Source: an optimization exercise on an open RTL-to-GDS flow (aim: small area). Production flows keep margins and buffers that such runs may drop. Only simulation tests tie the RTL to the original design; equivalence was not proved. No driver is modelled on the clock port, so clocking that relies on it looks cheaper here than on a real chip. No activity file was given, so power comes from the tool's default toggle rates.

==> flow/flow/run.sh <==
#!/bin/bash
# Own layout flow: the standard flow, with the combinational logic of
# the standard synthesis re-mapped for area (same registers, same names and
# cell types), and a lighter clock tree.
set -euo pipefail
W=$(pwd)
R=$W/orfs/results/$FLOW_PLATFORM/FinalProject/base
A=$W/orfs_alt/results/$FLOW_PLATFORM/FinalProject/base

# 1. Standard synthesis: the reference for the registers.
bash standard.sh synth > $W/std_synth.log 2>&1
cp $R/1_2_yosys.v $W/std_1_2_yosys.v

# 2. Area-mapped synthesis of the same design into a separate work folder.
ok=0
if ALT_ABC_SCRIPT=$W/flow/area.abc bash standard.sh WORK_HOME=$W/orfs_alt \
     SYNTH_SCRIPT=$W/flow/alt_synth.tcl ADDER_MAP_FILE= synth > $W/alt_synth.log 2>&1; then
  # 3. Use it only if its registers are exactly the standard synthesis's;
  #    give them the standard synthesis's instance names.
  if python3 $W/flow/ffmatch.py $W/std_1_2_yosys.v $A/1_2_yosys.v $W/alt_renamed.v > $W/ffmatch.log 2>&1; then
    ok=1
  fi
fi
echo "alt synthesis used: $ok" > $W/alt_choice.log
if [[ $ok == 1 ]]; then
  cp $W/alt_renamed.v $R/1_2_yosys.v
  touch $R/1_2_yosys.v
  bash standard.sh synth > $W/std_synth_odb.log 2>&1
fi

# 4. The rest of the standard flow, with the make settings in flow/extra.mk
#    (one VAR=value per line).
mapfile -t EXTRA < <(grep -v '^#' $W/flow/extra.mk | grep .)
POST_CTS_TCL=$W/flow/post_cts.tcl bash standard.sh "${EXTRA[@]}" finish > $W/std_flow.log 2>&1
==> flow/flow/alt_synth.tcl <==
# The standard synthesis script (synth_recipe.tcl) with two changes to the
# technology mapping of combinational logic only: no half/full adder
# extraction (ADDER_MAP_FILE is empty on the command line) and an
# area-oriented ABC script. Flip-flop mapping, flattening and renaming are
# unchanged, so the registers are the standard synthesis's.
proc synth {args} { yosys synth -nofsm -noshare {*}$args }
proc abc {args} {
  set out {}
  set skip 0
  foreach a $args {
    if {$skip} { set skip 0; continue }
    if {$a eq "-script" || $a eq "-D" || $a eq "-constr"} { set skip 1; continue }
    lappend out $a
  }
  yosys abc -script $::env(ALT_ABC_SCRIPT) {*}$out
}
source $::env(SCRIPTS_DIR)/synth.tcl
# left out here: clear keep_hierarchy, flatten, clean up, hide names made inside functions, write 1_2_yosys.v
==> flow/flow/area.abc <==
&get -n
&st
&deepsyn -T 60
&put
&get -n
&st
&dch -f
&nf -R 1000
&put
mfs2
&get -n
&st
&dch -f
&nf -R 1000
&put
==> flow/flow/extra.mk <==
CTS_ARGS=-sink_clustering_enable -repair_clock_nets -dont_use_dummy_load -buf_list sky130_fd_sc_hd__clkbuf_4
BUFFER_PORTS_ARGS=-buffer_cell sky130_fd_sc_hd__buf_1
SKIP_REPAIR_TIE_FANOUT=1
==> flow/flow/ffmatch.py <==
#!/usr/bin/env python3
"""Give the registers of the area-mapped netlist the instance names that the
standard synthesis gave the same registers (matched by the net on their Q
output and their cell type). Every other instance gets a fresh name so no name
collides. Exit status 1 (and no output file) if the registers do not match
one to one."""
import re, sys

CELL = re.compile(r'^(\s*)(sky130_fd_sc_hd__\w+)\s+(\\\S+|\w+)\s*\((.*?)\);', re.S | re.M)
SEQ = re.compile(r'sky130_fd_sc_hd__(df|edf|sdf|dl)\w*')

def family(c):
    return re.sub(r'_\d+$', '', c)

def regs(text):
    out = {}
    for m in CELL.finditer(text):
        cell, inst, body = m.group(2), m.group(3), m.group(4)
        if not SEQ.fullmatch(cell):
            continue
        q = re.search(r'\.Q\(\s*(\\\S+\s|[^\s)]+)', body)
        if not q:
            return None
        key = (family(cell), q.group(1).strip())
        if key in out:
            return None
        out[key] = inst
    return out

std_text = open(sys.argv[1]).read()
alt_text = open(sys.argv[2]).read()
std, alt = regs(std_text), regs(alt_text)
if not std or alt is None or set(std) != set(alt):
    sys.exit(1)
new_name = {alt[k]: std[k] for k in alt}
taken = set(new_name.values())
count = [0]

def rename(m):
    indent, cell, inst, body = m.group(1), m.group(2), m.group(3), m.group(4)
    if inst in new_name:
        name = new_name[inst]
    else:
        while True:
            count[0] += 1
            name = f'_alt{count[0]}_'
            if name not in taken:
                break
    return f'{indent}{cell} {name} ({body});'

out = CELL.sub(rename, alt_text)
# sanity: same registers, now with the standard names
chk = regs(out)
if chk != std:
    sys.exit(1)
open(sys.argv[3], 'w').write(out)
==> flow/flow/post_cts.tcl <==
# After clock tree synthesis: a clock buffer that drives many flip-flops is
# upsized so the clock slew at the flip-flops stays low, then the placement
# is legalized again.
set upsized 0
foreach inst [get_cells -quiet *] {
  if {[get_property $inst ref_name] ne "sky130_fd_sc_hd__clkbuf_4"} { continue }
  set out [get_pins -quiet -of_objects $inst -filter "direction == output"]
  if {[llength $out] != 1} { continue }
  set net [get_nets -quiet -of_objects $out]
  set loads [llength [get_pins -quiet -of_objects $net -filter "direction == input"]]
  if {$loads >= 11} {
    replace_cell $inst sky130_fd_sc_hd__clkbuf_8
    incr upsized
  }
}
puts "post_cts: upsized $upsized clock buffers"
if {$upsized > 0} {
  detailed_placement
  check_placement -verbose
}
==> flow/standard.sh <==
#!/bin/bash
# synth_recipe.tcl (not shown) runs the flow's synth.tcl, then flattens the netlist and writes it again
# the make line also repeats each setting of config.mk as NAME=value (left out here)
make -C /OpenROAD-flow-scripts/flow DESIGN_CONFIG=/design/flow/config.mk WORK_HOME=/design/flow/orfs CLKGATE_MAP_FILE= SYNTH_SCRIPT=/design/flow/synth_recipe.tcl "${@:-finish}"
==> flow/config.mk <==
export PLATFORM = sky130hd
export DESIGN_NAME = FinalProject
export DESIGN_NICKNAME = FinalProject
export VERILOG_FILES = /design/flow/design.v
export SDC_FILE = /design/flow/constraint.sdc
export NUM_CORES = 4
export LEC_CHECK = 0
export CAP_MARGIN = 20
export CORE_MARGIN = 2
export CORE_UTILIZATION = 60
export PLACE_DENSITY = 0.75
export SLEW_MARGIN = 20
==> flow/constraint.sdc <==
create_clock -name core_clock -period 40.0 [get_ports {clk}]
set_input_delay 8.0000 -clock core_clock [delete_from_list [all_inputs] [get_ports {clk}]]
set_output_delay 8.0000 -clock core_clock [all_outputs]
set_load 0.01 [all_outputs]
==> flow/design.v <==
module FinalProject (
    input        clk,
    input  [9:0] SW,
    input  [1:0] KEY,
    input        BT_RX,
    output [6:0] HEX0, HEX1, HEX2, HEX3, HEX4, HEX5,
    output [3:0] VGA_R, VGA_G, VGA_B,
    output       VGA_HS, VGA_VS,
    output [9:0] LEDR
);
    wire rst_n = KEY[0];
    reg [9:0] hc;
    reg [9:0] vc;
    wire hc_end = (hc == 10'd799);
    always @(posedge clk) begin
        if (!rst_n) begin
            hc <= 10'd799;
            vc <= 10'd524;
        end else begin
            hc <= hc_end ? 10'd0 : hc + 10'd1;
            if (hc_end) vc <= (vc == 10'd524) ? 10'd0 : vc + 10'd1;
        end
    end
    wire disp_ena = (hc < 10'd640) && (vc < 10'd480);
    assign VGA_HS = ~((hc >= 10'd656) && (hc <= 10'd752));
    assign VGA_VS = ~((vc >= 10'd490) && (vc <= 10'd492));
    reg [7:0] baud;
    wire baud_tick = ~baud[0] & ~baud[1] & ~baud[2] & ~baud[3] & baud[7];
    always @(posedge clk or negedge rst_n)
        if (!rst_n) baud <= 8'h61;
        else        baud <= {baud[6] ^ baud_tick, baud[5:0], baud[7] ^ baud[3] ^ baud[4] ^ baud[5]};
    reg       rx_read;
    reg       rx_done;
    reg [3:0] bidx;
    reg [3:0] rcnt;
    reg       rx_nz;
    always @(posedge clk or negedge rst_n)
        if (!rst_n)       rx_read <= 1'b0;
        else if (rx_read) rx_read <= ~rx_done;
        else              rx_read <= ~BT_RX;
    wire rx_step  = baud_tick & rx_read;
    wire in_start = &bidx;
    wire in_stop  = bidx[3] & ~bidx[0];
    wire in_data  = ~bidx[3];
    wire c15      = &rcnt;
    wire st_end   = in_start & (rcnt == 4'd8);
    wire bit_end  = in_data & c15;
    wire stop_ok  = in_stop & c15 & BT_RX;
    always @(posedge clk or negedge rst_n)
        if (!rst_n) begin
            rx_done <= 1'b0;
            bidx    <= 4'hF;
            rcnt    <= 4'd0;
            rx_nz   <= 1'b0;
        end else if (rx_step) begin
            rx_done <= stop_ok;
            rcnt    <= (st_end | bit_end | stop_ok) ? 4'd0 : rcnt + 4'd1;
            if (st_end | bit_end) bidx <= bidx + 4'd1;
            else if (stop_ok)     bidx <= 4'hF;
            if (bit_end) rx_nz <= BT_RX | (rx_nz & (bidx != 4'd0));
        end
    reg done_d0, done_d1;
    always @(posedge clk or negedge rst_n)
        if (!rst_n) begin
            done_d0 <= 1'b0;
            done_d1 <= 1'b0;
        end else begin
            done_d0 <= rx_done;
            done_d1 <= done_d0;
        end
    wire bt_jump = done_d0 & ~done_d1 & rx_nz;
    reg [10:0] tick_cnt;
    wire tick_low0 = ~|tick_cnt[9:0];
    wire game_tick = tick_low0 & ~tick_cnt[10];
    always @(posedge clk or negedge rst_n)
        if (!rst_n) tick_cnt <= 11'd0;
        else        tick_cnt <= {tick_cnt[9:0], tick_cnt[10] ^ tick_cnt[8] ^ tick_low0};
    reg        game_over;
    reg [11:0] lfsr;
    wire       lfsr_fb = lfsr[11] ^ lfsr[10] ^ lfsr[9] ^ lfsr[3];
    wire       run_tick = game_tick & ~game_over;
    reg [4:0] jph;
    reg [6:0] hgt4;
    always @(*) begin
        case (jph)
            5'd0: hgt4 = 7'd4;
            5'd1: hgt4 = 7'd19;
            5'd2: hgt4 = 7'd33;
            5'd3: hgt4 = 7'd46;
            5'd4: hgt4 = 7'd58;
            5'd5: hgt4 = 7'd69;
            5'd6: hgt4 = 7'd79;
            5'd7: hgt4 = 7'd88;
            5'd8: hgt4 = 7'd96;
            5'd9: hgt4 = 7'd103;
            5'd10: hgt4 = 7'd109;
            5'd11: hgt4 = 7'd114;
            5'd12: hgt4 = 7'd118;
            5'd13: hgt4 = 7'd121;
            5'd14: hgt4 = 7'd123;
            5'd15: hgt4 = 7'd124;
            5'd16: hgt4 = 7'd124;
            5'd17: hgt4 = 7'd123;
            5'd18: hgt4 = 7'd121;
            5'd19: hgt4 = 7'd118;
            5'd20: hgt4 = 7'd114;
            5'd21: hgt4 = 7'd109;
            5'd22: hgt4 = 7'd103;
            5'd23: hgt4 = 7'd96;
            5'd24: hgt4 = 7'd88;
            5'd25: hgt4 = 7'd79;
            5'd26: hgt4 = 7'd69;
            5'd27: hgt4 = 7'd58;
            5'd28: hgt4 = 7'd46;
            5'd29: hgt4 = 7'd33;
            5'd30: hgt4 = 7'd19;
            5'd31: hgt4 = 7'd4;
        endcase
    end
    wire on_ground = &jph;
    wire jump_pressed = ~KEY[1] | bt_jump;
    always @(posedge clk or negedge rst_n)
        if (!rst_n) jph <= 5'd31;
        else if (~game_over & on_ground & jump_pressed) jph <= 5'd0;
        else if (run_tick & ~on_ground) jph <= jph + 5'd1;
    wire dino_low = (jph <= 5'd2) | (jph >= 5'd29);
    reg [7:0] age0, age1;
    wire act0 = age0[7] | (age0[6] & age0[5]);
    wire act1 = age1[7] | (age1[6] & age1[5]);
    reg  [8:0] spawn_cnt;
    wire       reducing = spawn_cnt[8];
    wire       ge61 = spawn_cnt[7] | spawn_cnt[6] |
                      (&spawn_cnt[5:2] & (spawn_cnt[1] | spawn_cnt[0]));
    wire spawn = ~reducing & (spawn_cnt[7:0] == 8'd156);
    wire hit0 = (age0 >= 8'd229) && (age0 <= 8'd240);
    wire hit1 = (age1 >= 8'd229) && (age1 <= 8'd240);
    wire collide = (hit0 | hit1) & dino_low;
    always @(posedge clk or negedge rst_n)
        if (!rst_n) begin
            age0      <= 8'd0;
            age1      <= 8'd0;
            spawn_cnt <= 9'd100;
            game_over <= 1'b0;
        end else if (run_tick) begin
            if (spawn & ~act0)     age0 <= 8'd96;
            else if (act0)         age0 <= age0 + 8'd1;
            if (spawn & act0)      age1 <= 8'd96;
            else if (act1)         age1 <= age1 + 8'd1;
            spawn_cnt <= spawn ? {1'b1, lfsr[7:0]} : {1'b0, spawn_cnt[7:0] - 8'd1};
            if (collide) game_over <= 1'b1;
        end else if (reducing) begin
            if (ge61) spawn_cnt[7:0] <= spawn_cnt[7:0] - 8'd61;
            else      spawn_cnt[8]   <= 1'b0;
        end
    always @(posedge clk or negedge rst_n)
        if (!rst_n)         lfsr <= 12'hA5A;
        else if (game_tick) lfsr <= {lfsr[10:0], lfsr_fb};
    reg        sw1_d;
    reg [11:0] dcol;
    always @(posedge clk or negedge rst_n)
        if (!rst_n) begin
            sw1_d <= 1'b0;
            dcol  <= 12'h0F0;
        end else begin
            sw1_d <= SW[1];
            if (sw1_d ^ SW[1]) dcol <= lfsr;
        end
    wire [9:0] ysum = {1'b0, vc[8:0]} + {3'b000, hgt4};
    wire in_dino = (hc >= 10'd80) && (hc < 10'd112) &&
                   (ysum[9:7] == 3'b010) && ysum[6] && (ysum[5] | (ysum[4] & ysum[3]));
    wire [7:0] cq = hc[9:2];
    wire [8:0] os0 = {1'b0, cq} + {1'b0, age0};
    wire [8:0] os1 = {1'b0, cq} + {1'b0, age1};
    wire ob0 = os0[8] & ~|os0[7:3] & ~(os0[2] & (os0[1] | os0[0]));
    wire ob1 = os1[8] & ~|os1[7:3] & ~(os1[2] & (os1[1] | os1[0]));
    wire obs_rows = (vc >= 10'd340) && (vc < 10'd380);
    wire in_obs = obs_rows & (ob0 | ob1);
    wire ground = (vc >= 10'd380);
    reg [3:0] r, g, b;
    always @(*) begin
        if (!disp_ena) begin
            {r, g, b} = 12'h000;
        end else if (in_dino) begin
            {r, g, b} = game_over ? 12'hF0F : dcol;
        end else if (in_obs) begin
            {r, g, b} = 12'hF00;
        end else if (ground) begin
            {r, g, b} = 12'h320;
        end else begin
            {r, g, b} = 12'h47F;
        end
    end
    assign VGA_R = r;
    assign VGA_G = g;
    assign VGA_B = b;
    reg [14:0] div;
    localparam [14:0] DIV_PT  = 15'h6A5F;
    localparam [14:0] DIV_LED = 15'h44ED;
    wire score_pt = (div == DIV_PT);
    wire led_step = (div == DIV_LED);
    wire dying = run_tick & collide;
    wire div_clr = dying | (game_over & led_step);
    wire div_one = ~game_over & score_pt;
    wire div_fb  = ~(div[14] ^ div[13]);
    always @(posedge clk or negedge rst_n)
        if (!rst_n)       div <= 15'd0;
        else if (div_clr) div <= 15'd0;
        else if (div_one) div <= 15'd1;
        else              div <= {div[13:0], div_fb};
    function [3:0] inc10;    
        input [3:0] d;
        inc10 = {(d[2] & d[1] & d[0]) | (d[3] & ~d[0]),
                 (d[2] & ~d[0]) | (~d[2] & d[1] & d[0]) | (d[2] & ~d[1]),
                 (d[1] & ~d[0]) | (~d[3] & ~d[1] & d[0]),
                 ~d[0]};
    endfunction
    reg [3:0] ones, tens, hundreds;
    wire ones9 = ones[3] & ones[0];
    wire tens9 = tens[3] & tens[0];
    wire hund9 = hundreds[3] & hundreds[0];
    always @(posedge clk or negedge rst_n)
        if (!rst_n) begin
            ones <= 4'd0; tens <= 4'd0; hundreds <= 4'd0;
        end else if (~game_over & score_pt) begin
            ones <= inc10(ones);
            if (ones9) tens <= inc10(tens);
            if (ones9 & tens9 & ~hund9) hundreds <= inc10(hundreds);
        end
    reg [3:0] high_ones, high_tens, high_hundreds;
    always @(posedge clk)
        if (!KEY[0] && !KEY[1]) begin
            high_ones <= 4'd0; high_tens <= 4'd0; high_hundreds <= 4'd0;
        end else if (game_over &&
                     {hundreds, tens, ones} > {high_hundreds, high_tens, high_ones}) begin
            high_ones <= ones; high_tens <= tens; high_hundreds <= hundreds;
        end
    wire [3:0] d0 = SW[0] ? high_ones     : ones;
    wire [3:0] d1 = SW[0] ? high_tens     : tens;
    wire [3:0] d2 = SW[0] ? high_hundreds : hundreds;
    function [6:0] seg7;
        input [3:0] d;
        seg7 = {(~d[3] & ~d[2] & ~d[1]) | (d[2] & d[1] & d[0]),
                (~d[2] & d[1]) | (~d[3] & ~d[2] & d[0]) | (d[1] & d[0]),
                (d[2] & ~d[1]) | d[0],
                (d[2] & ~d[1] & ~d[0]) | (~d[3] & ~d[2] & ~d[1] & d[0]) | (d[2] & d[1] & d[0]),
                ~d[2] & d[1] & ~d[0],
                ~((~d[1] & ~d[0]) | ~d[2] | (d[1] & d[0])),
                ~(d[3] | (d[2] & d[0]) | (~d[2] & ~d[0]) | d[1])};
    endfunction
    assign HEX0 = seg7(d0);
    assign HEX1 = seg7(d1);
    assign HEX2 = seg7(d2);
    assign HEX3 = 7'b1111111;
    assign HEX4 = 7'b1111111;
    assign HEX5 = 7'b1111111;
    reg [9:0] led_lfsr;
    reg       led_on;
    always @(posedge clk or negedge rst_n)
        if (!rst_n) begin
            led_lfsr <= 10'b1010110101;
            led_on   <= 1'b0;
        end else if (~game_over) begin
            led_on <= 1'b0;
        end else if (led_step) begin
            led_lfsr <= {led_lfsr[8:0], led_lfsr[9] ^ led_lfsr[6]};
            led_on   <= 1'b1;
        end
    wire [9:0] lp = {led_lfsr[0] ^ led_lfsr[7], led_lfsr[9:1]};
    wire [4:0] lx = {lp[4] ^ lp[5], lp[3] ^ lp[6], lp[2] ^ lp[7],
                     lp[1] ^ lp[8], lp[0] ^ lp[9]};
    assign LEDR = led_on ? {lx[0], lx[1], lx[2], lx[3], lx[4],
                            lx[4], lx[3], lx[2], lx[1], lx[0]} : 10'd0;
endmodule
==> results.txt, run 1 <==
status -> complete, no violations
utilization of the core after routing -> 64.3%
CP arrival -> 9.98 ns
Worst-Skew Late Latency -> 0.44 ns
largest net degree at the start of global routing -> 54
clock-pin slew on the worst setup and hold paths -> 0.10 ns
max-slew violation count -> 0
Setup TNS -> 0 ns
post-synth design cell area -> 7670 um^2
Die H -> 117 um
IO Count -> 80
max cap viols -> 0
CTS tree -> done
layout cells sized above 1 -> 6.35%
Leak -> 3.41 nW
Clock Sinks -> 158
Syn Nets -> 803
average wire per standard cell -> 14.9 um
Final Hold Vio Count -> 0
drt drc -> 0
Die W -> 117 um
Final nets -> 850
Via density -> 5.80
sw frac -> 25.1%
Slew headroom -> 33.3%
initial DRC count -> 377
vias in the first global route -> 5,504
GPL Wtd Cong -> 0.884
fillers -> 1,024
Finished Layout Cells -> 1,006
post-route ant nets -> 0
Area Growth Syn to Fin -> 5.47%
clock power share -> 28.1%
pre-CTS WS -> 22.00 ns
DR vias -> 5,830
Worst-Margin Slew -> 0.996 ns
worst min path class -> register to register
combinational group share of total power -> 8.2%
Peak VDD IR -> 0.0293 mV
# diodes -> 0
Worst Setup Start Kind -> primary input
Net Sw Power -> 66.0 uW
port bufs -> 50
Tcrit/Tclk final -> 45.0%
Crit Path Category -> primary input to output port
GRT overflow -> 0
crit-path max FO -> 17
fin worst setup slack -> 22.02 ns
syn avg cell area -> 9.72 um^2
Initial Util -> 61.0%
Routed Wire Length -> 15,000 um
fmax -> 55.6 MHz
gr usage total -> 23.2%
Synth Instances -> 789
crit path time final -> 17.98 ns
die area -> 13,700 um^2
Setup Skew -> 0.0374 ns
Worst Path Required -> 32.00 ns
initial antenna violation count -> 0
first-pass GRT wire length -> 25,000 um
cell total after placement -> 989
# rows -> 41
Overall Power -> 263 uW
pwr/cell area -> 32.5 nW/um^2
Worst setup EP type -> output port
Final setup viols -> 0
sequential share of power -> 63.7%
Ys Warns -> 1
DP HPWL -> 10,700 um
drt pass-1 iters -> 5
core outline area -> 12,600 um^2
RSZ-0062 raised after global routing -> no
Int Power -> 197 uW
sequential cells by signal (all words and copies together), names as in the netlist, 8 cells and up, named ones only:
register   cells
led_lfsr      10
div           15
dcol          12
age1           8
hc            10
age0           8
tick_cnt      11
baud           8
lfsr          12
spawn_cnt      9
vc            10
final cells by class:
type | count | area, um^2 | share of cell area [%]
clock buffer | 17 | 171 | 2.12
multi-input combinational | 581 | 3550 | 43.9
timing repair buffer | 54 | 228 | 2.82
tap | 172 | 215 | 2.66
inverter | 24 | 90.1 | 1.11
sequential | 158 | 3830 | 47.4
power groups by stage:
| stage | sequential, mW | combinational (mW) | clock [mW] |
|---|---|---|---|
| after floorplan | 0.169 | 0.0161 | 0 |
| after global placement | 0.170 | 0.0207 | 0 |
| after detailed placement | 0.170 | 0.0218 | 0 |
| after global routing | 0.168 | 0.0249 | 0.0828 |
| final | 0.167 | 0.0216 | 0.0739 |
metal layers:
| layer | global-route usage [%] | part of all wire (%) | vias up |
|---|---|---|---|
| met4 | 8.08 | 1.2 | 0 |
| met2 | 37.8 | 49 | 127 |
| met3 | 5.97 | 4.4 | 19 |
| met5 | 0 | 0 | - |
| li1 | - | - | 2871 |
| met1 | 30.4 | 45 | 2813 |
placed cells by master, fill, tap and decap left out, types with 31 or more instances in the layout:
cell type  instances
nor2_1            93
o21ai_0           42
a21oi_1           47
nand2_1           68
dfrtp_1           95
xnor2_1           32
buf_1             49
mux2_1            33
dfstp_2           31
dfxtp_1           32
path summary, 6_finish.rpt:
check | from | end | slack, ns | cells past startpoint
min in group asynchronous | KEY[0] | div[9] | 7.47 | 1
min | tick_cnt[7] | tick_cnt[8] | 0.34 | 0
max | SW[0] | HEX2[0] | 22.02 | 9
max reg2reg | tick_cnt[2] | spawn_cnt[4] | 36.31 | 13
max in group asynchronous | KEY[0] | done_d0 | 31.57 | 2
min reg2reg | tick_cnt[7] | tick_cnt[8] | 0.34 | 0
critical path, stage by stage:
cell	delay (ns)
buf_1	0.57
mux2i_1	0.39
or2_0	0.27
nand2_1	0.08
nor2_1	0.12
nand2_1	0.08
o21ai_0	0.13
nor2b_1	0.18
buf_1	0.16
metrics by stage:
| stage | cell area [um^2] | hold WS, ns |
|---|---|---|
| after global placement | 7910 | 0.360 |
| after detailed placement | 7910 | 0.363 |
| after floorplan | 7670 | 0.354 |
| after global routing | 8090 | 0.370 |
| final | 8090 | 0.342 |
==> run 2: changes to the inputs <==
--- a/flow/design.v
+++ b/flow/design.v
@@ -60,14 +60,12 @@
             if (bit_end) rx_nz <= BT_RX | (rx_nz & (bidx != 4'd0));
         end
-    reg done_d0, done_d1;
-    always @(posedge clk or negedge rst_n)
-        if (!rst_n) begin
-            done_d0 <= 1'b0;
-            done_d1 <= 1'b0;
-        end else begin
-            done_d0 <= rx_done;
-            done_d1 <= done_d0;
-        end
-    wire bt_jump = done_d0 & ~done_d1 & rx_nz;
+    reg done_f;
+    always @(posedge clk or negedge rst_n)
+        if (!rst_n) begin
+            done_f <= 1'b0;
+        end else begin
+            if (baud_tick) done_f <= rx_read & stop_ok;
+        end
+    wire bt_jump = done_f & (baud == 8'hC3) & rx_nz;
     reg [10:0] tick_cnt;
     wire tick_low0 = ~|tick_cnt[9:0];
@@ -170,10 +168,10 @@
                    (ysum[9:7] == 3'b010) && ysum[6] && (ysum[5] | (ysum[4] & ysum[3]));
     wire [7:0] cq = hc[9:2];
-    wire [8:0] os0 = {1'b0, cq} + {1'b0, age0};
-    wire [8:0] os1 = {1'b0, cq} + {1'b0, age1};
-    wire ob0 = os0[8] & ~|os0[7:3] & ~(os0[2] & (os0[1] | os0[0]));
-    wire ob1 = os1[8] & ~|os1[7:3] & ~(os1[2] & (os1[1] | os1[0]));
+    wire old1 = age1[7] & age1[6];
+    wire use1 = ~act0 | (act1 & ((cq < 8'd64) == old1));
+    wire [7:0] age_s = use1 ? age1 : age0;
+    wire [8:0] os = {1'b0, cq} + {1'b0, age_s};
     wire obs_rows = (vc >= 10'd340) && (vc < 10'd380);
-    wire in_obs = obs_rows & (ob0 | ob1);
+    wire in_obs = obs_rows & os[8] & ~|os[7:3] & ~(os[2] & (os[1] | os[0]));
     wire ground = (vc >= 10'd380);
     reg [3:0] r, g, b;
--- a/flow/flow/area.abc
+++ b/flow/flow/area.abc
@@ -1,2 +1,9 @@
+&get -n
+&st
+&syn2
+&dch -f
+&nf -R 1000
+&put
+mfs2
 &get -n
 &st
==> results.txt, run 2 <==
status -> complete, no violations
cell total after placement -> 968
Die H -> 116 um
largest net degree at the start of global routing -> 82
Critical-path top delay cell -> buf_1
average wire per standard cell -> 15.0 um
Reg with most FFs -> div
port bufs -> 50
syn avg cell area -> 9.84 um^2
Worst-Skew Late Latency -> 0.44 ns
max FFs per register -> 15
crit path time final -> 18.12 ns
DR vias -> 5,687
Via density -> 5.77
drt drc -> 0
Setup TNS -> 0 ns
# diodes -> 0
Worst-Margin Slew -> 0.964 ns
Post-DP Area -> 7800 um^2
GPL Wtd Cong -> 0.818
core outline area -> 12,500 um^2
die area -> 13,500 um^2
clock-pin slew on the worst setup and hold paths -> 0.10 ns
Tcrit/Tclk final -> 45.3%
Final setup viols -> 0
post-route ant nets -> 0
Slew headroom -> 35.7%
Syn Nets -> 783
first-pass GRT wire length -> 25,200 um
DP HPWL -> 10,700 um
IO Count -> 80
most common cell after layout, fill and taps aside -> dfrtp_1
Synth Instances -> 769
Overall Power -> 259 uW
vias in the first global route -> 5,450
Worst Setup Start Kind -> primary input
Final nets -> 829
post-route design area -> 7970 um^2
Crit Path Category -> primary input to output port
Worst setup EP type -> output port
CP arrival -> 10.12 ns
fmax -> 55.2 MHz
critical path's largest stage delay -> 0.58 ns
top flop regs -> div: 15 flops, dcol: 12 flops, lfsr: 12 flops
Routed Wire Length -> 14,800 um
CTS tree -> done
GRT overflow -> 0
layout cells sized above 1 -> 6.52%
Peak VDD IR -> 0.0258 mV
Leak -> 3.40 nW
gr usage total -> 23.5%
Buf+Inv Stages, Crit Path -> 2
reg-to-reg setup timing slack -> 36.82 ns
post-synth design cell area -> 7570 um^2
Die W -> 116 um
max cap viols -> 0
Clock Sinks -> 157
Final Hold Vio Count -> 0
# rows -> 41
max-slew violation count -> 0
Setup Skew -> 0.0359 ns
initial antenna violation count -> 0
utilization of the core after routing -> 63.9%
Ys Warns -> 1
RSZ-0062 raised after global routing -> no
Worst Path Required -> 32.00 ns
drt pass-1 iters -> 4
crit-path max FO -> 17
Top Family by Delay on Critical Path -> simple AND/OR/NAND/NOR gates
Finished Layout Cells -> 985
Initial Util -> 60.7%
initial DRC count -> 419
worst min path class -> register to register
CP Cell Sequence -> buf_1 -> mux2i_1 -> or2_0 -> nand2_1 -> nor2_1 -> nand2_1 -> o21ai_0 -> nor2b_1 -> buf_1
most frequent cells in the layout -> dfrtp_1, nor2_1, nand2_1
pwr/cell area -> 32.5 nW/um^2
Area Growth Syn to Fin -> 5.36%
[run 2: cell types whose count changed in the layout (fill, tap and decap cells not counted), sizes merged, moves of 4 or more]
cell    change
a21boi      -4
and2       -10
a31oi       -6
mux2i       +5
and3       +16
nor2       -17
o21a        +7
[run 2: final timing paths]
kind | cells after the start | end | startpoint
worst max register to register | 9 | hundreds[2] | game_over
worst min-delay path | 0 | baud[6] | baud[5]
worst min register to register | 0 | baud[6] | baud[5]
max in group asynchronous | 2 | rx_done | KEY[0]
worst max-delay path | 9 | HEX2[0] | SW[0]
min in group asynchronous | 1 | asynchronous set/reset pin | KEY[0]
[run 2: final cells by class]
class,instances,area [um^2]
inverters,21,78.8
clock buffers,17,159
well taps,172,215
flip-flops and latches,157,3810
repair buffers,53,220
multi-input cells,565,3490
fillers,1062,4490
[run 2: metal layers]
| layer | vias to the layer above | GRT usage [%] | part of all wire (%) | wire length [um] |
|---|---|---|---|---|
| met5 | - | 0 | 0 | 0 |
| met4 | 0 | 7.22 | 1.3 | 189 |
| met3 | 18 | 5.66 | 3.7 | 550 |
| met2 | 125 | 40.1 | 50 | 7350 |
| met1 | 2742 | 29.7 | 45 | 6700 |
| li1 | 2802 | - | - | - |
[run 2: through the flow]
stage / worst slack (ns) / hold WS [ns]
global placement: 22.16 / 0.363
finish: 21.88 / 0.354
floorplan: 22.72 / 0.354
global route: 21.61 / 0.360
detailed placement: 21.99 / 0.362
[run 2: power by group]
group          switching, mW  internal [mW]
sequential           0.00415          0.161
clock                 0.0462         0.0251
combinational         0.0140        0.00843
==> run 3: changes to the inputs <==
==> flow/flow/post_cts.tcl (replaced) <==
proc clk_load_slew {inst} {
  set out [get_pins -quiet -of_objects $inst -filter "direction == output"]
  set net [get_nets -quiet -of_objects $out]
  set m 0
  set ff 0
  foreach l [get_pins -quiet -of_objects $net -filter "direction == input"] {
    set s [get_property $l slew_max]
    if {$s > $m} { set m $s }
    if {[get_property $l name] eq "CLK"} { set ff 1 }
  }
  return [list $m $ff]
}
set next(sky130_fd_sc_hd__clkbuf_2) sky130_fd_sc_hd__clkbuf_4
set next(sky130_fd_sc_hd__clkbuf_4) sky130_fd_sc_hd__clkbuf_8
set next(sky130_fd_sc_hd__clkbuf_8) sky130_fd_sc_hd__clkbuf_16
set upsized 0
for {set iter 0} {$iter < 6} {incr iter} {
  estimate_parasitics -placement
  set changed 0
  foreach inst [get_cells -quiet clkbuf_*] {
    set ref [get_property $inst ref_name]
    if {![info exists next($ref)]} { continue }
    lassign [clk_load_slew $inst] m ff
    set limit [expr {$ff ? 0.100 : 0.150}]
    if {$m > $limit} {
      replace_cell $inst $next($ref)
      incr upsized
      incr changed
    }
  }
  if {$changed == 0} { break }
}
puts "post_cts: $upsized clock buffer upsizes"
if {$upsized > 0} {
  detailed_placement
  check_placement -verbose
}
estimate_parasitics -placement
==> results.txt, run 3 <==
status -> complete, no violations
port bufs -> 50
Post-DP Area -> 7800 um^2
max cap viols -> 0
Tcrit/Tclk final -> 45.3%
crit path time final -> 18.11 ns
Synth Instances -> 769
fmax -> 55.2 MHz
RSZ-0062 raised after global routing -> no
crit-path max FO -> 17
fillers -> 1,052
hold_ws -> 0.354 ns
initial antenna violation count -> 0
DP HPWL -> 10,700 um
clock-pin slew on the worst setup and hold paths -> 0.10 ns
Setup TNS -> 0 ns
fin worst setup slack -> 21.89 ns
Final setup viols -> 0
Clock Sinks -> 157
top flop regs -> div: 15 flops, dcol: 12 flops, lfsr: 12 flops
Syn Nets -> 783
GPL Wtd Cong -> 0.818
hold path startpoint -> baud[5]
layout cells sized above 1 -> 6.52%
first-pass GRT wire length -> 25,100 um
Die W -> 116 um
Leak -> 3.41 nW
pwr/cell area -> 33.3 nW/um^2
syn avg cell area -> 9.84 um^2
Ys Warns -> 1
Final Hold Vio Count -> 0
initial DRC count -> 402
post-synth design cell area -> 7570 um^2
CTS tree -> done
gr usage total -> 23.3%
Reg with most FFs -> div
max-slew violation count -> 0
reg-to-reg setup timing slack -> 36.80 ns
largest net degree at the start of global routing -> 82
Finished Layout Cells -> 985
Slew headroom -> 35.9%
pre-CTS WS -> 21.99 ns
crit path from -> SW[0]
DR vias -> 5,669
Worst R2R Start -> game_over
Area Growth Syn to Fin -> 5.75%
CP arrival -> 10.11 ns
vias in the first global route -> 5,448
area occupied by multi-input gates -> 3490 um^2
Worst Path Required -> 32.00 ns
post-route ant nets -> 0
Die H -> 116 um
Via density -> 5.76
Worst Setup Start Kind -> primary input
Final nets -> 829
Worst-Skew Late Latency -> 0.37 ns
Setup Skew -> 0.0322 ns
max FFs per register -> 15
drt pass-1 iters -> 5
Peak VDD IR -> 0.0259 mV
most frequent cells in the layout -> dfrtp_1, nor2_1, nand2_1
post-route design area -> 8000 um^2
Crit Path Category -> primary input to output port
Routed Wire Length -> 14,700 um
average wire per standard cell -> 15.0 um
cell total after placement -> 968
worst min path class -> register to register
IO Count -> 80
FF+latch area -> 3810 um^2
GRT overflow -> 0
drt drc -> 0
Worst setup EP type -> output port
Overall Power -> 266 uW
most common cell after layout, fill and taps aside -> dfrtp_1
Initial Util -> 60.7%
core outline area -> 12,500 um^2
Worst-Margin Slew -> 0.962 ns
die area -> 13,500 um^2
# rows -> 41
utilization of the core after routing -> 64.2%
# diodes -> 0
run 3: critical path: stages:
cell and delay [ns]:
buf_1 0.58, mux2i_1 0.41, or2_0 0.32, nand2_1 0.08
nor2_1 0.16, nand2_1 0.09, o21ai_0 0.14, nor2b_1 0.17
buf_1 0.15
run 3: final timing paths:
check	end	depth (start not counted)
setup / recovery	HEX2[0]	9
hold / removal	baud[6]	0
setup reg to reg	hundreds[2]	9
hold reg to reg	baud[6]	0
max in group asynchronous	rx_done	2
min in group asynchronous	age0[7]	1
run 3: final cells by class:
type,instances,area share (%)
clock buffer,17,2.44
sequential,157,47.6
timing repair buffer,53,2.67
multi-input combinational,565,43.6
inverter,21,0.985
tap,172,2.69
run 3: metal layers:
metal,global-route usage (%),vias up,share of wire (%)
li1,-,2800,-
met1,29.7,2743,45
met2,39.8,106,50
met3,5.66,20,3.8
met4,6.83,0,1.1
met5,0,-,0
run 3: power by group:
part           switching (mW)  internal, mW  total (mW)
Clock                  0.0470        0.0318      0.0787
Sequential            0.00418         0.161       0.165
Combinational          0.0139       0.00838      0.0223
==> run 4: changes to the inputs <==
--- a/flow/flow/run.sh
+++ b/flow/flow/run.sh
@@ -12,15 +12,33 @@
 cp $R/1_2_yosys.v $W/std_1_2_yosys.v
 
-# 2. Area-mapped synthesis of the same design into a separate work folder.
+# 2. Area-mapped synthesis of the same design, three times in parallel with
+#    different random seeds for ABC's deepsyn, each in its own work folder.
+#    Each result is used only if its registers are exactly the standard
+#    synthesis's (step 3 renames them to the standard synthesis's instance
+#    names); the smallest of those is kept.
 ok=0
-if ALT_ABC_SCRIPT=$W/flow/area.abc bash standard.sh WORK_HOME=$W/orfs_alt \
-     SYNTH_SCRIPT=$W/flow/alt_synth.tcl ADDER_MAP_FILE= synth > $W/alt_synth.log 2>&1; then
-  # 3. Use it only if its registers are exactly the standard synthesis's;
-  #    give them the standard synthesis's instance names.
-  if python3 $W/flow/ffmatch.py $W/std_1_2_yosys.v $A/1_2_yosys.v $W/alt_renamed.v > $W/ffmatch.log 2>&1; then
-    ok=1
+best_area=""
+for S in 0 1 2; do
+  sed "s/&deepsyn -T 60/\&deepsyn -T 60 -S $S/" $W/flow/area.abc > $W/area_$S.abc
+  ( ALT_ABC_SCRIPT=$W/area_$S.abc bash standard.sh WORK_HOME=$W/orfs_alt$S \
+      SYNTH_SCRIPT=$W/flow/alt_synth.tcl ADDER_MAP_FILE= synth > $W/alt_synth_$S.log 2>&1 ) &
+done
+wait || true
+for S in 0 1 2; do
+  A=$W/orfs_alt$S/results/$FLOW_PLATFORM/FinalProject/base
+  RP=$W/orfs_alt$S/reports/$FLOW_PLATFORM/FinalProject/base/synth_stat.txt
+  [[ -f $A/1_2_yosys.v && -f $RP ]] || continue
+  # 3. Registers must be exactly the standard synthesis's.
+  if python3 $W/flow/ffmatch.py $W/std_1_2_yosys.v $A/1_2_yosys.v $W/alt_renamed_$S.v > $W/ffmatch_$S.log 2>&1; then
+    area=$(grep "Chip area" $RP | awk '{print $NF}')
+    echo "seed $S area $area" >> $W/alt_choice.log
+    if [[ -z "$best_area" ]] || python3 -c "import sys; sys.exit(0 if float('$area') < float('$best_area') else 1)"; then
+      best_area=$area
+      cp $W/alt_renamed_$S.v $W/alt_renamed.v
+      ok=1
+    fi
   fi
-fi
-echo "alt synthesis used: $ok" > $W/alt_choice.log
+done
+echo "alt synthesis used: $ok (area $best_area)" >> $W/alt_choice.log
 if [[ $ok == 1 ]]; then
   cp $W/alt_renamed.v $R/1_2_yosys.v
--- a/flow/flow/post_cts.tcl
+++ b/flow/flow/post_cts.tcl
@@ -22,5 +22,5 @@
     if {![info exists next($ref)]} { continue }
     lassign [clk_load_slew $inst] m ff
-    set limit [expr {$ff ? 0.100 : 0.150}]
+    set limit [expr {$ff ? 0.112 : 0.150}]
     if {$m > $limit} {
       replace_cell $inst $next($ref)
--- a/flow/config.mk
+++ b/flow/config.mk
@@ -6,7 +6,7 @@
 export NUM_CORES = 4
 export LEC_CHECK = 0
-export CAP_MARGIN = 20
+export CAP_MARGIN = 0
 export CORE_MARGIN = 2
 export CORE_UTILIZATION = 60
 export PLACE_DENSITY = 0.75
-export SLEW_MARGIN = 20
+export SLEW_MARGIN = 0
==> results.txt, run 4 <==
status -> complete, no violations
top flop regs -> div: 15 flops, dcol: 12 flops, lfsr: 12 flops
core outline area -> 12,500 um^2
Peak VDD IR -> 0.0229 mV
Worst setup EP type -> output port
max cap viols -> 0
Setup Skew -> 0.0315 ns
most common cell after layout, fill and taps aside -> dfrtp_1
IO Count -> 80
# diodes -> 0
fmax -> 55.1 MHz
Clock Sinks -> 157
Net Sw Power -> 65.0 uW
syn avg cell area -> 9.84 um^2
Tcrit/Tclk final -> 45.3%
max-slew violation count -> 0
worst min path class -> register to register
Overall Power -> 262 uW
Worst Path Required -> 32.00 ns
Area Growth Syn to Fin -> 5.24%
fillers -> 1,040
first-pass GRT wire length -> 25,200 um
GPL Wtd Cong -> 0.818
Crit Path Category -> primary input to output port
crit path from -> SW[0]
RSZ-0062 raised after global routing -> no
vias in the first global route -> 5,461
Final Hold Vio Count -> 0
Syn Nets -> 783
Initial Util -> 60.7%
Die H -> 116 um
drt drc -> 0
crit path time final -> 18.14 ns
Worst-Margin Slew -> 1.16 ns
initial antenna violation count -> 0
Slew headroom -> 22.5%
# rows -> 41
gr usage total -> 23.5%
clock power share -> 28.4%
Ys Warns -> 1
Worst R2R Start -> ones[2]
Final nets -> 828
CP arrival -> 10.14 ns
most frequent cells in the layout -> dfrtp_1, nor2_1, nand2_1
DP HPWL -> 10,700 um
Worst-Skew Late Latency -> 0.38 ns
clock-pin slew on the worst setup and hold paths -> 0.10 ns
sw frac -> 24.8%
crit-path max FO -> 17
Reg with most FFs -> div
Die W -> 116 um
Routed Wire Length -> 14,900 um
layout cells sized above 1 -> 6.28%
largest net degree at the start of global routing -> 82
max FFs per register -> 15
drt pass-1 iters -> 5
combinational group share of total power -> 8.5%
initial DRC count -> 330
pwr/cell area -> 32.9 nW/um^2
Synth Instances -> 769
sequential share of power -> 63.1%
Worst Setup Start Kind -> primary input
average wire per standard cell -> 15.2 um
post-synth design cell area -> 7570 um^2
CTS tree -> done
hold path startpoint -> tick_cnt[3]
port bufs -> 50
Setup TNS -> 0 ns
Int Power -> 197 uW
die area -> 13,500 um^2
Via density -> 5.82
Final setup viols -> 0
Leak -> 3.40 nW
DR vias -> 5,727
post-route ant nets -> 0
GRT overflow -> 0
[run 4: metrics by stage]
stage	hold slack [ns]	utilization [%]	instance area (um^2)	std cells	worst slack, ns
2_1_floorplan	0.354	-	7570	769	22.72
3_3_place_gp	0.363	62.5	7790	967	22.16
3_5_place_dp	0.362	62.5	7790	967	22.00
5_1_grt	0.375	63.9	7960	984	21.67
6_report	0.364	63.9	7960	984	21.86
[run 4: per-layer routing]
metal	part of all wire (%)	track usage, %	vias up
li1	-	-	2792
met5	0	0	-
met3	3.7	5.35	22
met2	50	39.6	117
met1	45	30.0	2796
met4	1.6	8.33	0
[run 4: worst paths after layout]
check                                                  end  slack, ns  cells past startpoint
worst min-delay path                           tick_cnt[4]       0.36                      0
worst min register to register                 tick_cnt[4]       0.36                      0
min in group asynchronous       asynchronous set/reset pin       7.74                      1
worst max-delay path                               HEX2[0]      21.86                      9
worst max register to register                high_ones[1]      36.70                     14
max in group asynchronous                     spawn_cnt[8]      30.76                      2
[run 4: power groups by stage]
| stage | clock network, mW | logic, mW | registers, mW |
|---|---|---|---|
| after detailed placement | 0 | 0.0223 | 0.168 |
| after global routing | 0.0827 | 0.0254 | 0.166 |
| final | 0.0745 | 0.0222 | 0.165 |
| after floorplan | 0 | 0.0169 | 0.167 |
| after global placement | 0 | 0.0214 | 0.168 |
[run 4: worst max-delay path, stage by stage]
cell,delay [ns]
buf_1,0.58
mux2i_1,0.43
or2_0,0.32
nand2_1,0.08
nor2_1,0.15
nand2_1,0.09
o21ai_0,0.14
nor2b_1,0.17
buf_1,0.15
[run 4: area by class of cell]
type | instances | area, um^2 | area share [%]
Sequential cell | 157 | 3810 | 47.8
Timing Repair Buffer | 52 | 206 | 2.59
Multi-Input combinational cell | 565 | 3480 | 43.8
Clock buffer | 17 | 170 | 2.14
Tap cell | 172 | 215 | 2.70
Inverter | 21 | 78.8 | 0.990
==> run 5: changes to the inputs <==
--- a/flow/config.mk
+++ b/flow/config.mk
@@ -6,7 +6,7 @@
 export NUM_CORES = 4
 export LEC_CHECK = 0
-export CAP_MARGIN = 0
+export CAP_MARGIN = 20
 export CORE_MARGIN = 2
-export CORE_UTILIZATION = 60
-export PLACE_DENSITY = 0.75
-export SLEW_MARGIN = 0
+export CORE_UTILIZATION = 75
+export PLACE_DENSITY = 0.85
+export SLEW_MARGIN = 20
==> results.txt, run 5 <==
status -> complete, no violations
crit-path max FO -> 17
crit path from -> SW[0]
most common cell after layout, fill and taps aside -> dfrtp_1
WL met3 -> 747 um
initial antenna violation count -> 0
CTS tree -> done
GPL Wtd Cong -> 0.928
cell total after placement -> 931
Overall Power -> 260 uW
die area -> 10,900 um^2
max FFs per register -> 15
pwr/cell area -> 32.8 nW/um^2
Peak VDD IR -> 0.0256 mV
Slew headroom -> 29.0%
Setup TNS -> 0 ns
IO Count -> 80
Worst setup EP type -> output port
Tcrit/Tclk final -> 45.4%
Worst R2R Start -> ones[2]
average wire per standard cell -> 16.3 um
Ys Warns -> 1
Top Family by Delay on Critical Path -> simple AND/OR/NAND/NOR gates
DP HPWL -> 10,800 um
Clock Sinks -> 157
Syn Nets -> 783
CP arrival -> 10.15 ns
gr usage total -> 29.6%
DR vias -> 5,891
most frequent cells in the layout -> dfrtp_1, nor2_1, nand2_1
met2 WL -> 7590 um
clock power share -> 27.8%
syn avg cell area -> 9.84 um^2
worst min path class -> register to register
Worst-Margin Slew -> 1.06 ns
fmax -> 55.1 MHz
post-synth design cell area -> 7570 um^2
vias in the first global route -> 5,771
Worst Path Required -> 32.00 ns
Buf+Inv Stages, Crit Path -> 2
Area Growth Syn to Fin -> 4.85%
Crit Path Category -> primary input to output port
hold path startpoint -> tick_cnt[7]
critical path's largest stage delay -> 0.58 ns
sequential share of power -> 63.5%
clock-pin slew on the worst setup and hold paths -> 0.08 ns
M1 wire length -> 6680 um
Routed Wire Length -> 15,400 um
Setup Skew -> 0.0343 ns
combinational group share of total power -> 8.7%
max-slew violation count -> 0
Die H -> 104 um
Final setup viols -> 0
core outline area -> 9770 um^2
Reg with most FFs -> div
Finished Layout Cells -> 948
Critical-path top delay cell -> buf_1
post-route ant nets -> 0
Via density -> 6.21
crit path time final -> 18.15 ns
port bufs -> 50
Worst-Skew Late Latency -> 0.38 ns
Die W -> 104 um
top flop regs -> div: 15 flops, dcol: 12 flops, lfsr: 12 flops
fillers -> 627
Final nets -> 831
Synth Instances -> 769
utilization of the core after routing -> 81.2%
GRT overflow -> 0
Leak -> 3.41 nW
RSZ-0062 raised after global routing -> no
first-pass GRT wire length -> 26,200 um
Worst Setup Start Kind -> primary input
Initial Util -> 77.4%
layout cells sized above 1 -> 6.75%
largest net degree at the start of global routing -> 64
highest metal used -> met4
Final Hold Vio Count -> 0
initial DRC count -> 268
max cap viols -> 0
drt drc -> 0
Int Power -> 196 uW
CP Cell Sequence -> buf_1 -> mux2i_1 -> or2_0 -> nand2_1 -> nor2_1 -> nand2_1 -> o21ai_0 -> nor2b_1 -> buf_1
# diodes -> 0
Net Sw Power -> 64.1 uW
drt pass-1 iters -> 7
# rows -> 36
sw frac -> 24.6%
## run 5: cell type report
type	count	area [um^2]	share of cell area, %
clock buffer	17	164	2.07
inverter	21	78.8	0.994
multi-input combinational	565	3490	44.0
sequential	157	3810	48.0
tap	133	166	2.10
timing repair buffer	55	229	2.89
## run 5: final timing paths
kind                                              endpoint  slack (ns)  cells after the start
worst max-delay path                               HEX2[0]       21.85                      9
worst max register to register            high_hundreds[1]       36.59                     14
min in group asynchronous       asynchronous set/reset pin        7.57                      1
worst min-delay path                           tick_cnt[8]        0.37                      0
max in group asynchronous                          div[10]       30.64                      3
worst min register to register                 tick_cnt[8]        0.37                      0
## run 5: stage by stage
step / hold WS, ns / setup WS (ns) / instance area [um^2]
3_5_place_dp: 0.361 / 21.94 / 7770
6_report: 0.372 / 21.85 / 7930
3_3_place_gp: 0.360 / 22.15 / 7770
2_1_floorplan: 0.354 / 22.72 / 7570
5_1_grt: 0.387 / 21.69 / 7930
## run 5: power groups by stage
stage               Clock, mW  Sequential [mW]  Combinational, mW
global placement            0            0.168             0.0215
global route           0.0799            0.165             0.0255
floorplan                   0            0.167             0.0169
detailed placement          0            0.168             0.0224
finish                 0.0724            0.165             0.0226
## run 5: per-layer routing
metal | GRT usage [%] | vias to the layer above
li1 | - | 2816
met1 | 37.9 | 2847
met2 | 48.2 | 187
met3 | 6.89 | 41
met4 | 13.2 | 0
met5 | 0 | -
==> run 6: changes to the inputs <==
--- a/flow/config.mk
+++ b/flow/config.mk
@@ -8,5 +8,5 @@
 export CAP_MARGIN = 20
 export CORE_MARGIN = 2
-export CORE_UTILIZATION = 75
-export PLACE_DENSITY = 0.85
+export CORE_UTILIZATION = 60
+export PLACE_DENSITY = 0.75
 export SLEW_MARGIN = 20
==> results.txt, run 6 <==
Worst Path Required -> 32.00 ns
initial DRC count -> 397
crit-path max FO -> 17
post-route ant nets -> 0
grt met3 use -> 5.66%
crit path time final -> 18.13 ns
drt pass-1 iters -> 5
CTS tree -> done
status -> complete, no violations
Tcrit/Tclk final -> 45.3%
drt drc -> 0
DR vias -> 5,671
fmax -> 55.2 MHz
Synth Instances -> 769
CP arrival -> 10.13 ns
Peak VDD IR -> 0.0236 mV
reg-to-reg setup timing slack -> 36.86 ns
fillers -> 1,058
Worst-Margin Slew -> 0.978 ns
Reg with most FFs -> div
worst min path class -> register to register
# diodes -> 0
most common cell after layout, fill and taps aside -> dfrtp_1
GPL Wtd Cong -> 0.818
die area -> 13,500 um^2
clock-pin slew on the worst setup and hold paths -> 0.09 ns
post-synth design cell area -> 7570 um^2
Final Hold Vio Count -> 0
Via density -> 5.76
pwr/cell area -> 32.7 nW/um^2
most frequent cells in the layout -> dfrtp_1, nor2_1, nand2_1
core outline area -> 12,500 um^2
Final nets -> 829
IO Count -> 80
Area Growth Syn to Fin -> 5.34%
GRT overflow -> 0
Ys Warns -> 1
max FFs per register -> 15
port bufs -> 50
M1 GR Usage -> 29.8%
Syn Nets -> 783
Die H -> 116 um
Crit Path Category -> primary input to output port
post-route design area -> 7970 um^2
vias in the first global route -> 5,445
Slew headroom -> 34.8%
first-pass GRT wire length -> 25,100 um
# rows -> 41
initial antenna violation count -> 0
most used routing layer -> met2
Routed Wire Length -> 14,800 um
average wire per standard cell -> 15.0 um
layout cells sized above 1 -> 6.52%
Post-DP Area -> 7800 um^2
Leak -> 3.40 nW
Worst setup EP type -> output port
Clock Sinks -> 157
Die W -> 116 um
Worst-Skew Late Latency -> 0.37 ns
max cap viols -> 0
Setup TNS -> 0 ns
Worst Setup Start Kind -> primary input
syn avg cell area -> 9.84 um^2
Initial Util -> 60.7%
M2 GR Usage -> 39.8%
max-slew violation count -> 0
DP HPWL -> 10,700 um
RSZ-0062 raised after global routing -> no
Setup Skew -> 0.0320 ns
gr usage total -> 23.4%
largest net degree at the start of global routing -> 82
Final setup viols -> 0
top flop regs -> div: 15 flops, dcol: 12 flops, lfsr: 12 flops
[run 6: where the power goes]
| group | switching, mW | leakage, nW | total, mW | internal [mW] |
|---|---|---|---|---|
| registers | 0.00420 | 1.77 | 0.165 | 0.161 |
| logic | 0.0140 | 1.54 | 0.0223 | 0.00838 |
| clock network | 0.0463 | 0.0937 | 0.0728 | 0.0265 |
| total | 0.0645 | 3.40 | 0.260 | 0.196 |
[run 6: critical path: stages]
cell and delay [ns]:
buf_1 0.59, mux2i_1 0.42, or2_0 0.32, nand2_1 0.08, nor2_1 0.16, nand2_1 0.09
o21ai_0 0.14, nor2b_1 0.17, buf_1 0.15
[run 6: layer usage]
layer,part of all wire [%],wire (um),vias up
met3,3.5,518,19
met4,1.2,171,0
met2,49,7310,102
met1,46,6790,2748
met5,0,0,-
li1,-,-,2802
[run 6: final cells by class]
class	count	area, um^2	share of cell area, %
repair buffers	53	214	2.68
well taps	172	215	2.70
flip-flops and latches	157	3810	47.8
clock buffers	17	164	2.06
multi-input cells	565	3490	43.8
inverters	21	78.8	0.989
[run 6: worst paths after layout]
| check | from | to | cells past startpoint |
|---|---|---|---|
| worst max-delay path | SW[0] | HEX2[0] | 9 |
| worst min-delay path | tick_cnt[3] | tick_cnt[4] | 0 |
| worst max register to register | game_over | hundreds[2] | 9 |
| worst min register to register | tick_cnt[3] | tick_cnt[4] | 0 |
| max in group asynchronous | KEY[0] | led_lfsr[8] | 2 |
| min in group asynchronous | KEY[0] | asynchronous set/reset pin | 1 |
[run 6: metrics by stage]
step / hold WS, ns / utilization [%] / instances / total power [mW] / setup slack, ns
final: 0.382 / 63.9 / 985 / 0.260 / 21.87
after floorplan: 0.354 / - / 769 / 0.184 / 22.72
after detailed placement: 0.362 / 62.6 / 968 / 0.190 / 21.99
after global placement: 0.363 / 62.5 / 967 / 0.189 / 22.16
after global routing: 0.398 / 63.9 / 985 / 0.272 / 21.61
==> run 7: changes to the inputs <==
--- a/flow/flow/run.sh
+++ b/flow/flow/run.sh
@@ -12,5 +12,5 @@
 cp $R/1_2_yosys.v $W/std_1_2_yosys.v
 
-# 2. Area-mapped synthesis of the same design, three times in parallel with
+# 2. Area-mapped synthesis of the same design, four times in parallel with
 #    different random seeds for ABC's deepsyn, each in its own work folder.
 #    Each result is used only if its registers are exactly the standard
@@ -19,5 +19,5 @@
 ok=0
 best_area=""
-for S in 0 1 2; do
+for S in 0 1 2 3; do
   sed "s/&deepsyn -T 60/\&deepsyn -T 60 -S $S/" $W/flow/area.abc > $W/area_$S.abc
   ( ALT_ABC_SCRIPT=$W/area_$S.abc bash standard.sh WORK_HOME=$W/orfs_alt$S \
@@ -25,5 +25,5 @@
 done
 wait || true
-for S in 0 1 2; do
+for S in 0 1 2 3; do
   A=$W/orfs_alt$S/results/$FLOW_PLATFORM/FinalProject/base
   RP=$W/orfs_alt$S/reports/$FLOW_PLATFORM/FinalProject/base/synth_stat.txt
==> flow/flow/area.abc (replaced) <==
&get -n
&st
&syn2
&dch -f
&nf -R 1000 -p -F 6 -C 32
&put
mfs2
&get -n
&st
&deepsyn -T 60
&put
&get -n
&st
&dch -f
&nf -R 1000 -p -F 6 -C 32
&put
mfs2
&get -n
&st
&dch -f
&nf -R 1000 -p -F 6 -C 32
&put
==> results.txt, run 7 <==
GPL Wtd Cong -> 0.818
hold path startpoint -> tick_cnt[6]
Routed Wire Length -> 14,900 um
status -> complete, no violations
DP HPWL -> 10,500 um
Slew headroom -> 34.5%
GRT overflow -> 0
Synth Instances -> 781
Die W -> 116 um
pre-CTS WS -> 22.13 ns
Crit Path Category -> primary input to output port
Worst Path Required -> 32.00 ns
syn avg cell area -> 9.67 um^2
# diodes -> 0
fillers -> 993
Worst setup EP type -> output port
fin worst setup slack -> 22.07 ns
Clock Sinks -> 157
most frequent cells in the layout -> dfrtp_1, nor2_1, nand2_1
Ys Warns -> 1
Syn Nets -> 795
largest net degree at the start of global routing -> 82
Peak VDD IR -> 0.0307 mV
CP arrival -> 9.93 ns
gr usage total -> 23.8%
# rows -> 40
max FFs per register -> 15
Setup Skew -> 0.0328 ns
top flop regs -> div: 15 flops, dcol: 12 flops, lfsr: 12 flops
Die H -> 116 um
Final nets -> 844
pwr/cell area -> 33.1 nW/um^2
core outline area -> 12,200 um^2
Leak -> 3.34 nW
FF+latch area -> 3810 um^2
Tcrit/Tclk final -> 44.8%
die area -> 13,500 um^2
CTS tree -> done
initial antenna violation count -> 0
Final Hold Vio Count -> 0
Overall Power -> 264 uW
first-pass GRT wire length -> 25,400 um
Worst Setup Start Kind -> primary input
drt pass-1 iters -> 5
initial DRC count -> 373
crit path time final -> 17.93 ns
IO Count -> 80
average wire per standard cell -> 14.9 um
Worst-Margin Slew -> 0.983 ns
Area Growth Syn to Fin -> 5.83%
max cap viols -> 0
max-slew violation count -> 0
port bufs -> 50
vias in the first global route -> 5,607
area occupied by multi-input gates -> 3480 um^2
hold_ws -> 0.376 ns
worst min path class -> register to register
Worst-Skew Late Latency -> 0.38 ns
most common cell after layout, fill and taps aside -> dfrtp_1
layout cells sized above 1 -> 6.88%
Via density -> 5.82
DR vias -> 5,796
Reg with most FFs -> div
post-route ant nets -> 0
Setup TNS -> 0 ns
post-synth design cell area -> 7550 um^2
drt drc -> 0
fmax -> 55.8 MHz
clock-pin slew on the worst setup and hold paths -> 0.09 ns
Final setup viols -> 0
RSZ-0062 raised after global routing -> no
utilization of the core after routing -> 65.7%
crit-path max FO -> 21
Initial Util -> 62.1%
crit path from -> SW[0]
[run 7: through the flow]
step	instances	area (um^2)
after floorplan	781	7550
final	996	8000
after detailed placement	979	7810
after global routing	996	8000
after global placement	979	7810
[run 7: layout make-up]
class	count	area share [%]
repair buffers	56	2.96
well taps	168	2.63
flip-flops and latches	157	47.6
clock buffers	17	2.21
inverters	23	1.08
multi-input cells	575	43.5
[run 7: worst paths after layout]
check,to,slack (ns),cells after the start
max,HEX1[0],22.07,8
min,tick_cnt[7],0.38,0
max reg2reg,high_tens[2],36.66,14
min reg2reg,tick_cnt[7],0.38,0
max in group asynchronous,rx_done,30.91,2
min in group asynchronous,ones[0],7.75,1
[run 7: where the power goes]
group	switching (mW)	total, mW	internal [mW]
combinational	0.0149	0.0239	0.00903
sequential	0.00492	0.166	0.161
clock	0.0459	0.0745	0.0286
[run 7: layer usage]
layer  vias to the layer above  track usage, %  wire length, um  share of wire, %
met5                         -               0                0                 0
met4                         0            8.17              185               1.2
met3                        20            6.23              665               4.5
met2                       133            39.2             7220                49
met1                      2797            30.8             6800                46
li1                       2846               -                -                 -
[run 7: critical path, stage by stage]
cell      delay (ns)
buf_1           0.71
nor2_1          0.12
a21oi_1         0.28
xnor2_1         0.19
clkinv_1        0.09
o21ai_0         0.23
and2_0          0.16
buf_1           0.14
==> run 8: changes to the inputs <==
--- a/flow/flow/run.sh
+++ b/flow/flow/run.sh
@@ -12,5 +12,5 @@
 cp $R/1_2_yosys.v $W/std_1_2_yosys.v
 
-# 2. Area-mapped synthesis of the same design, four times in parallel with
+# 2. Area-mapped synthesis of the same design, three times in parallel with
 #    different random seeds for ABC's deepsyn, each in its own work folder.
 #    Each result is used only if its registers are exactly the standard
@@ -19,5 +19,5 @@
 ok=0
 best_area=""
-for S in 0 1 2 3; do
+for S in 0 1 2; do
   sed "s/&deepsyn -T 60/\&deepsyn -T 60 -S $S/" $W/flow/area.abc > $W/area_$S.abc
   ( ALT_ABC_SCRIPT=$W/area_$S.abc bash standard.sh WORK_HOME=$W/orfs_alt$S \
@@ -25,5 +25,5 @@
 done
 wait || true
-for S in 0 1 2 3; do
+for S in 0 1 2; do
   A=$W/orfs_alt$S/results/$FLOW_PLATFORM/FinalProject/base
   RP=$W/orfs_alt$S/reports/$FLOW_PLATFORM/FinalProject/base/synth_stat.txt
==> flow/flow/area.abc (replaced) <==
&get -n
&st
&syn2
&dch -f
&nf -R 1000
&put
mfs2
&get -n
&st
&deepsyn -T 60
&put
&get -n
&st
&dch -f
&nf -R 1000
&put
mfs2
&get -n
&st
&dch -f
&nf -R 1000
&put
==> flow/flow/extra.mk (replaced) <==
CTS_ARGS=-sink_clustering_enable -repair_clock_nets -dont_use_dummy_load -buf_list sky130_fd_sc_hd__clkbuf_2
BUFFER_PORTS_ARGS=-buffer_cell sky130_fd_sc_hd__buf_1
SKIP_REPAIR_TIE_FANOUT=1
==> results.txt, run 8 <==
Die H -> 116 um
Slew headroom -> 35.8%
die area -> 13,500 um^2
combinational group share of total power -> 8.6%
Reg with most FFs -> div
Int Power -> 195 uW
Routed Wire Length -> 14,800 um
Die W -> 116 um
# diodes -> 0
crit path time final -> 18.12 ns
Worst Path Required -> 32.00 ns
most used routing layer -> met2
Final Hold Vio Count -> 0
Worst-Skew Late Latency -> 0.37 ns
gr usage total -> 23.4%
post-synth design cell area -> 7570 um^2
sw frac -> 24.7%
grt met3 use -> 5.81%
sequential share of power -> 63.6%
DR vias -> 5,686
status -> complete, no violations
pwr/cell area -> 32.6 nW/um^2
core outline area -> 12,500 um^2
CTS tree -> done
Tcrit/Tclk final -> 45.3%
clock power share -> 27.8%
Initial Util -> 60.7%
vias in the first global route -> 5,447
RSZ-0062 raised after global routing -> no
clock-pin slew on the worst setup and hold paths -> 0.09 ns
Setup TNS -> 0 ns
worst min path class -> register to register
M1 GR Usage -> 29.9%
fillers -> 1,057
Worst R2R Start -> game_over
GPL Wtd Cong -> 0.818
Leak -> 3.40 nW
most common cell after layout, fill and taps aside -> dfrtp_1
# rows -> 41
fmax -> 55.2 MHz
port bufs -> 50
CP endpoint -> HEX2[0]
Final setup viols -> 0
top flop regs -> div: 15 flops, dcol: 12 flops, lfsr: 12 flops
Worst-Margin Slew -> 0.963 ns
GRT overflow -> 0
max cap viols -> 0
M2 GR Usage -> 39.8%
most frequent cells in the layout -> dfrtp_1, nor2_1, nand2_1
Worst setup EP type -> output port
max FFs per register -> 15
Syn Nets -> 783
Synth Instances -> 769
Setup Skew -> 0.0288 ns
reg-to-reg setup timing slack -> 36.85 ns
Peak VDD IR -> 0.0270 mV
largest net degree at the start of global routing -> 82
average wire per standard cell -> 15.0 um
post-route ant nets -> 0
Ys Warns -> 1
initial antenna violation count -> 0
Final nets -> 829
hold_ws -> 0.382 ns
syn avg cell area -> 9.84 um^2
drt drc -> 0
first-pass GRT wire length -> 25,200 um
layout cells sized above 1 -> 6.52%
Crit Path Category -> primary input to output port
initial DRC count -> 408
IO Count -> 80
utilization of the core after routing -> 63.9%
Net Sw Power -> 64.2 uW
drt pass-1 iters -> 5
Worst Setup Start Kind -> primary input
max-slew violation count -> 0
crit-path max FO -> 17
Area Growth Syn to Fin -> 5.31%
DP HPWL -> 10,700 um
crit path from -> SW[0]
CP arrival -> 10.12 ns
cells on worst reg2reg path -> 9
Clock Sinks -> 157
Via density -> 5.77
Worst R2R End -> hundreds[2]
[run 8: final cells by class]
class / instances / area, um^2 / share of cell area [%]
repair buffers: 53 / 214 / 2.69
clock buffers: 17 / 161 / 2.03
inverters: 21 / 78.8 / 0.989
well taps: 172 / 215 / 2.70
multi-input cells: 565 / 3490 / 43.8
flip-flops and latches: 157 / 3810 / 47.8
[run 8: worst max-delay path, stage by stage]
cell     delay, ns
buf_1         0.58
mux2i_1       0.42
or2_0         0.32
nand2_1       0.08
nor2_1        0.16
nand2_1       0.09
o21ai_0       0.14
nor2b_1       0.17
buf_1         0.15
[run 8: stage by stage]
step | cell area [um^2] | setup slack (ns) | cells | total power [mW]
finish | 7970 | 21.88 | 985 | 0.260
detailed placement | 7800 | 21.99 | 968 | 0.190
floorplan | 7570 | 22.72 | 769 | 0.184
global route | 7970 | 21.61 | 985 | 0.272
global placement | 7790 | 22.16 | 967 | 0.189
[run 8: power by group through the flow]
stage                     sequential, mW  clock, mW  combinational (mW)
after floorplan                    0.167          0              0.0169
after global placement             0.168          0              0.0214
after detailed placement           0.168          0              0.0223
after global routing               0.166     0.0806              0.0254
final                              0.165     0.0721              0.0223
[run 8: metal layers]
metal	wire [um]	part of all wire [%]
met3	501	3.4
met4	183	1.2
met2	7370	50
met1	6760	46
met5	0	0
[run 8: how the worst min path moves through the flow]
stage	from	to	slack (ns)	cells after the start
detailed placement	tick_cnt[3]	tick_cnt[4]	0.36	0
finish	tick_cnt[3]	tick_cnt[4]	0.38	0
floorplan	tick_cnt[3]	tick_cnt[4]	0.35	0
global placement	baud[2]	baud[3]	0.36	0
global route	tick_cnt[2]	tick_cnt[3]	0.40	0

-- afterwards: timing with drivers on the ports --
The results above use ideal ports. As a check the final layouts listed here were re-extracted and re-timed, cells and wires unchanged. Step 1, drivers: a clkbuf_16 drives clk and a buf_2 each remaining input, both assumed. Step 2 also shifts input and output timing later by t, the mid clock arrival at the registers, as if the neighbouring blocks saw the same clock. Three values: ideal ports, drivers, drivers and shift; two values: the first two.
run | shift t [ns] | setup WS [ns] | hold slack, ns | worst setup path at the end | worst slew at a driven data input, ns
run 1 | 0.456 | 22.019 / 21.992 / 21.992 | 0.342 / 0.342 / 0.342 | input to output | 0.04
run 2 | 0.450 | 21.882 / 21.849 / 21.849 | 0.354 / 0.354 / 0.354 | input to output | 0.05
run 3 | 0.392 | 21.887 / 21.854 / 21.854 | 0.354 / 0.354 / 0.354 | input to output | 0.05
run 4 | 0.400 | 21.864 / 21.830 / 21.830 | 0.364 / 0.364 / 0.364 | input to output | 0.05
run 5 | 0.402 | 21.854 / 21.825 / 21.825 | 0.372 / 0.372 / 0.372 | input to output | 0.03
run 6 | 0.392 | 21.871 / 21.839 / 21.839 | 0.382 / 0.382 / 0.382 | input to output | 0.05
run 7 | 0.404 | 22.069 / 22.042 / 22.042 | 0.376 / 0.376 / 0.376 | input to output | 0.03
run 8 | 0.396 | 21.877 / 21.845 / 21.845 | 0.382 / 0.382 / 0.382 | input to output | 0.05
After both steps every run listed still meets setup and hold. For run 4, which loses most, drivers alone change the setup slack by -0.034 ns; drivers and shift together by -0.034 ns.
